This is an optimization exercise on Yosys and OpenROAD, whose aim is small area and a short achievable clock period, not a production implementation.
Only simulation tests tie the RTL to the original design; equivalence was not proved.
The flow treats the clock pin as an ideal source. Dropping or thinning the clock tree relies on that and would not hold on a real chip.

==> cedar: inputs <==
==> flow/design.v (excerpt) <==
module bubble_sort
#(
parameter BW = 8,
parameter N = 16
)
(input clk, rstn,
 input [N*BW-1:0] inNum,
 output logic [N*BW-1:0] outNum);
logic [N*BW-1:0] array;
always @(posedge clk) begin
	array <= inNum;
end
wire c0_0_13_b7_f, c0_0_13_b7_s;
wire c0_0_13_b7_g, c0_0_13_b7_l;
yh1 c0_0_13_b7 (.A(array[7]), .B(array[111]), .F(c0_0_13_b7_f), .S(c0_0_13_b7_s), .G(c0_0_13_b7_g), .L(c0_0_13_b7_l));
wire c0_0_13_b6_f, c0_0_13_b6_s;
wire c0_0_13_b6_g, c0_0_13_b6_l;
xm1 c0_0_13_b6 (.A(array[6]), .B(array[110]), .F(c0_0_13_b6_f), .S(c0_0_13_b6_s), .G(c0_0_13_b7_g), .L(c0_0_13_b7_l), .GN(c0_0_13_b6_g), .LN(c0_0_13_b6_l));
wire c0_0_13_b5_f, c0_0_13_b5_s;
wire c0_0_13_b5_g, c0_0_13_b5_l;
ym1 c0_0_13_b5 (.A(array[5]), .B(array[109]), .F(c0_0_13_b5_f), .S(c0_0_13_b5_s), .GN(c0_0_13_b6_g), .LN(c0_0_13_b6_l), .G(c0_0_13_b5_g), .L(c0_0_13_b5_l));
wire c0_0_13_b4_f, c0_0_13_b4_s;
wire c0_0_13_b4_g, c0_0_13_b4_l;
  ...
==> flow/config.mk <==
export PLATFORM = sky130hd
export DESIGN_NAME = bubble_sort
export DESIGN_NICKNAME = bubble_sort
export VERILOG_FILES = /design/flow/design.v
export SDC_FILE = /design/flow/constraint.sdc
export NUM_CORES = 4
export LEC_CHECK = 0
export CAP_MARGIN = 20
export CORE_MARGIN = 2
export CORE_UTILIZATION = 66
export PLACE_DENSITY = 0.75
export SLEW_MARGIN = 20
==> flow/constraint.sdc <==
create_clock -name core_clock -period 70.0 [get_ports {clk}]
set_input_delay 14.0000 -clock core_clock [delete_from_list [all_inputs] [get_ports {clk}]]
set_output_delay 14.0000 -clock core_clock [all_outputs]
set_load 0.01 [all_outputs]
standard.sh (not shown) runs the stock make flow with config.mk's settings and CLKGATE_MAP_FILE= SYNTH_SCRIPT=/design/flow/synth_recipe.tcl, a recipe that flattens the netlist after the stock synthesis.
==> flow/flow/run.sh <==
#!/bin/bash
# The standard layout (standard.sh) with these changes:
#  - synthesis puts flow/cells.v's gate-level modules (sky130 cells) in place of
#    the RTL's x*/y* bit-cell modules before flattening; ABC maps what is left
#    with flow/abc.script;
#  - ports get sky130 buf_1 buffers;
#  - make variables listed in flow/make_args (one per line), e.g. CTS settings.
set -euo pipefail
W=$(pwd)
MODS=$(grep -o '^module [a-z0-9_]*' flow/cells.v | awk '{print $2}' | tr '\n' ' ')
{
  head -n 1 synth_recipe.tcl
  echo "proc abc {args} { set i [lsearch -exact \$args -script]; if {\$i >= 0} { lset args [expr {\$i + 1}] $W/flow/abc.script }; yosys abc {*}\$args }"
  echo "proc hierarchy {args} {"
  echo "  if {![info exists ::cells_swapped]} {"
  echo "    set ::cells_swapped 1"
  echo "    foreach m {$MODS} { yosys delete \$m }"
  echo "    yosys read_verilog $W/flow/cells.v"
  echo "  }"
  echo "  yosys hierarchy {*}\$args"
  echo "}"
  tail -n +2 synth_recipe.tcl
} > my_synth.tcl
ARGS=()
if [[ -f flow/make_args ]]; then
  while IFS= read -r line; do [[ -n "$line" ]] && ARGS+=("$line"); done < flow/make_args
fi
bash standard.sh SYNTH_SCRIPT=$W/my_synth.tcl \
  "BUFFER_PORTS_ARGS=-buffer_cell sky130_fd_sc_hd__buf_1" "${ARGS[@]}" finish > flow.log 2>&1
Other scripts of this flow, unchanged in this note and not shown: flow/flow/abc.script, flow/flow/cells.v, flow/flow/make_args
==> inputs of onyx, as changes to cedar <==
--- a/flow/flow/run.sh
+++ b/flow/flow/run.sh
@@ -6,3 +6,6 @@
 #  - ports get sky130 buf_1 buffers;
-#  - make variables listed in flow/make_args (one per line), e.g. CTS settings.
+#  - make variables listed in flow/make_args (one per line), e.g. CTS settings;
+#  - after CTS, flow/clock_mod.tcl flattens the clock tree to one level of
+#    buffers (mode in flow/clock_mode), then the standard flow goes on.
+# Each tool's output goes to a log file in this folder (and ORFS's own logs).
 set -euo pipefail
@@ -27,3 +30,7 @@
 fi
-bash standard.sh SYNTH_SCRIPT=$W/my_synth.tcl \
-  "BUFFER_PORTS_ARGS=-buffer_cell sky130_fd_sc_hd__buf_1" "${ARGS[@]}" finish > flow.log 2>&1
+STD=(SYNTH_SCRIPT=$W/my_synth.tcl "BUFFER_PORTS_ARGS=-buffer_cell sky130_fd_sc_hd__buf_1" "${ARGS[@]}")
+bash standard.sh "${STD[@]}" cts > flow_to_cts.log 2>&1
+R=$W/orfs/results/$FLOW_PLATFORM/bubble_sort/base
+ODB_IN=$R/4_cts.odb ODB_OUT=$R/4_cts.odb CLK_NET=clk CLOCK_MODE=$(cat flow/clock_mode) \
+  openroad -no_init -exit flow/clock_mod.tcl > clock_mod.log 2>&1
+bash standard.sh "${STD[@]}" finish > flow_finish.log 2>&1
==> flow/flow/clock_mod.tcl (new file) <==
read_db $::env(ODB_IN)
set block [ord::get_db_block]
set port_net [$block findNet $::env(CLK_NET)]
set mode $::env(CLOCK_MODE)
if {$mode eq "tree"} {
  set root ""
  foreach it [$port_net getITerms] {
    set inst [$it getInst]
    if {[string match "sky130_fd_sc_hd__clkbuf_*" [[$inst getMaster] getName]]} { set root $inst }
  }
  if {$root eq "" || [llength [$port_net getITerms]] != 1} { error "clock_mod: the clock port does not feed exactly one buffer" }
  set rnet [[$root findITerm X] getNet]
  set sinks [$rnet getITerms]
  set n 0
  foreach it $sinks { if {[$it isInputSignal]} { incr n } }
  if {$n > 4} { error "clock_mod: the port buffer feeds $n pins; the clock port may feed at most 4" }
  puts "clock_mod: mode tree, removing [$root getName], its $n loads go on the clock port"
  odb::dbInst_destroy $root
  foreach it [$rnet getITerms] { $it disconnect; $it connect $port_net }
  odb::dbNet_destroy $rnet
  set n 0
  foreach it [$port_net getITerms] { incr n }
  puts "clock_mod: the clock port feeds $n cell pins"
  write_db $::env(ODB_OUT)
  exit 0
}
set leaves {}
set root ""
set others {}
foreach inst [$block getInsts] {
  set m [[$inst getMaster] getName]
  if {![string match "sky130_fd_sc_hd__clkbuf_*" $m]} { continue }
  set net [[$inst findITerm X] getNet]
  set drives_ff 0
  foreach it [$net getITerms] {
    if {[string match "sky130_fd_sc_hd__df*" [[[$it getInst] getMaster] getName]]} { set drives_ff 1; break }
  }
  if {$drives_ff} {
    lappend leaves $inst
  } elseif {$mode eq "root" && [[[$inst findITerm A] getNet] getName] eq [$port_net getName]} {
    set root $inst
  } else {
    lappend others $inst
  }
}
puts "clock_mod: mode $mode, [llength $leaves] leaf buffers, root [expr {$root eq "" ? "none" : [$root getName]}], [llength $others] buffers removed"
if {$mode eq "direct"} {
  if {[llength $leaves] > 4} { error "clock_mod: [llength $leaves] leaf buffers; the clock port may feed at most 4" }
  set feed $port_net
} else {
  if {$root eq ""} { error "clock_mod: no root buffer" }
  set feed [[$root findITerm X] getNet]
}
foreach inst $others {
  set onet [[$inst findITerm X] getNet]
  odb::dbInst_destroy $inst
  if {$onet ne "NULL" && $onet ne $feed && $onet ne $port_net && [llength [$onet getITerms]] == 0} { odb::dbNet_destroy $onet }
}
foreach inst $leaves {
  set a [$inst findITerm A]
  set old [$a getNet]
  if {$old ne "NULL" && [$old getName] eq [$feed getName]} { continue }
  $a disconnect
  $a connect $feed
  if {$old ne "NULL" && $old ne $port_net && [llength [$old getITerms]] == 0 && [llength [$old getBTerms]] == 0} { odb::dbNet_destroy $old }
}
set n 0
foreach it [$port_net getITerms] { incr n }
puts "clock_mod: the clock port feeds $n cell pins"
write_db $::env(ODB_OUT)
==> flow/flow/clock_mode (new file) <==
tree
==> inputs of violet, as changes to cedar <==
--- a/flow/flow/run.sh
+++ b/flow/flow/run.sh
@@ -6,3 +6,6 @@
 #  - ports get sky130 buf_1 buffers;
-#  - make variables listed in flow/make_args (one per line), e.g. CTS settings.
+#  - make variables listed in flow/make_args (one per line), e.g. CTS settings;
+#  - after CTS, flow/clock_mod.tcl flattens the clock tree to one level of
+#    buffers (mode in flow/clock_mode), then the standard flow goes on.
+# Each tool's output goes to a log file in this folder (and ORFS's own logs).
 set -euo pipefail
@@ -27,3 +30,7 @@
 fi
-bash standard.sh SYNTH_SCRIPT=$W/my_synth.tcl \
-  "BUFFER_PORTS_ARGS=-buffer_cell sky130_fd_sc_hd__buf_1" "${ARGS[@]}" finish > flow.log 2>&1
+STD=(SYNTH_SCRIPT=$W/my_synth.tcl "BUFFER_PORTS_ARGS=-buffer_cell sky130_fd_sc_hd__buf_1" "${ARGS[@]}")
+bash standard.sh "${STD[@]}" cts > flow_to_cts.log 2>&1
+R=$W/orfs/results/$FLOW_PLATFORM/bubble_sort/base
+ODB_IN=$R/4_cts.odb ODB_OUT=$R/4_cts.odb CLK_NET=clk CLOCK_MODE=$(cat flow/clock_mode) \
+  openroad -no_init -exit flow/clock_mod.tcl > clock_mod.log 2>&1
+bash standard.sh "${STD[@]}" finish > flow_finish.log 2>&1
==> flow/flow/clock_mod.tcl (new file) <==
read_db $::env(ODB_IN)
set block [ord::get_db_block]
set port_net [$block findNet $::env(CLK_NET)]
set mode $::env(CLOCK_MODE)
set leaves {}
set root ""
set others {}
foreach inst [$block getInsts] {
  set m [[$inst getMaster] getName]
  if {![string match "sky130_fd_sc_hd__clkbuf_*" $m]} { continue }
  set net [[$inst findITerm X] getNet]
  set drives_ff 0
  foreach it [$net getITerms] {
    if {[string match "sky130_fd_sc_hd__df*" [[[$it getInst] getMaster] getName]]} { set drives_ff 1; break }
  }
  if {$drives_ff} {
    lappend leaves $inst
  } elseif {$mode eq "root" && [[[$inst findITerm A] getNet] getName] eq [$port_net getName]} {
    set root $inst
  } else {
    lappend others $inst
  }
}
puts "clock_mod: mode $mode, [llength $leaves] leaf buffers, root [expr {$root eq "" ? "none" : [$root getName]}], [llength $others] buffers removed"
if {$mode eq "direct"} {
  if {[llength $leaves] > 4} { error "clock_mod: [llength $leaves] leaf buffers; the clock port may feed at most 4" }
  set feed $port_net
} else {
  if {$root eq ""} { error "clock_mod: no root buffer" }
  set feed [[$root findITerm X] getNet]
}
foreach inst $others {
  set onet [[$inst findITerm X] getNet]
  odb::dbInst_destroy $inst
  if {$onet ne "NULL" && $onet ne $feed && $onet ne $port_net && [llength [$onet getITerms]] == 0} { odb::dbNet_destroy $onet }
}
foreach inst $leaves {
  set a [$inst findITerm A]
  set old [$a getNet]
  if {$old ne "NULL" && [$old getName] eq [$feed getName]} { continue }
  $a disconnect
  $a connect $feed
  if {$old ne "NULL" && $old ne $port_net && [llength [$old getITerms]] == 0 && [llength [$old getBTerms]] == 0} { odb::dbNet_destroy $old }
}
set n 0
foreach it [$port_net getITerms] { incr n }
puts "clock_mod: the clock port feeds $n cell pins"
write_db $::env(ODB_OUT)
==> flow/flow/clock_mode (new file) <==
root
==> summary of the runs <==
- Global-route usage: violet > cedar > onyx.
- In die area, onyx and cedar do not differ.
- Clock skew: violet < onyx < cedar.
- Synthesized area is the same in onyx and violet.
==> figures <==
Largest net degree at the start of global routing: cedar 17; onyx 17; violet 18
Via density per instance: cedar 7.82; onyx 7.84; violet 7.84
Number of filler cells placed in the layout: cedar 1,832; onyx 1,832; violet 1,838
Outcome: cedar finished clean; onyx finished clean; violet finished clean
Slew HR: cedar 43.3%; onyx 44.6%; violet 37.4%
Count of clock-net buffers in the final layout: cedar 20; onyx 19; violet 18
Final period utilization: cedar 21.5%; onyx 21.3%; violet 21.4%
Highest clock rate: cedar 0.0666 GHz; onyx 0.0671 GHz; violet 0.0667 GHz
Violation count after the first detailed-routing iteration: cedar 3,750; onyx 3,753; violet 3,892
Wire length of the first global-routing pass: cedar 87.1 mm; onyx 87.0 mm; violet 87.3 mm
Clock latency (worst-skew pair): cedar 0.51 ns; onyx 0.38 ns; violet 0.46 ns
Fraction of the core area covered by cells at the end of the flow: cedar 74.2%; onyx 74.1%; violet 74.0%

## what the ideal ports hide
The flow's constraints put no driver on any port. The routed layouts listed below were extracted and timed again, unchanged, in two steps.
Step 1 sets driving cells, clkbuf_16 on the clock port and buf_2 on the other inputs (assumed; they add their load-dependent delay and slew).
Step 2 adds t to the input delays and takes it off the output delays; t is the mean of the earliest and latest rising clock arrival at the registers after step 1. Input paths then give back, and output paths get back, about the clock's delay inside the block.
Slacks: ideal ports / drivers / drivers and shift; pairs: ideal ports / drivers.
| run | t (ns) | setup slack, ns | worst data-port slew with drivers (ns) |
|---|---|---|---|
| cedar | 0.543 | 54.980 / 54.929 / 55.472 | 0.04 |
| onyx | 0.423 | 55.100 / 55.033 / 55.457 | 0.04 |
| violet | 0.497 | 55.001 / 54.950 / 55.447 | 0.05 |
After both steps every run listed still meets setup and hold.
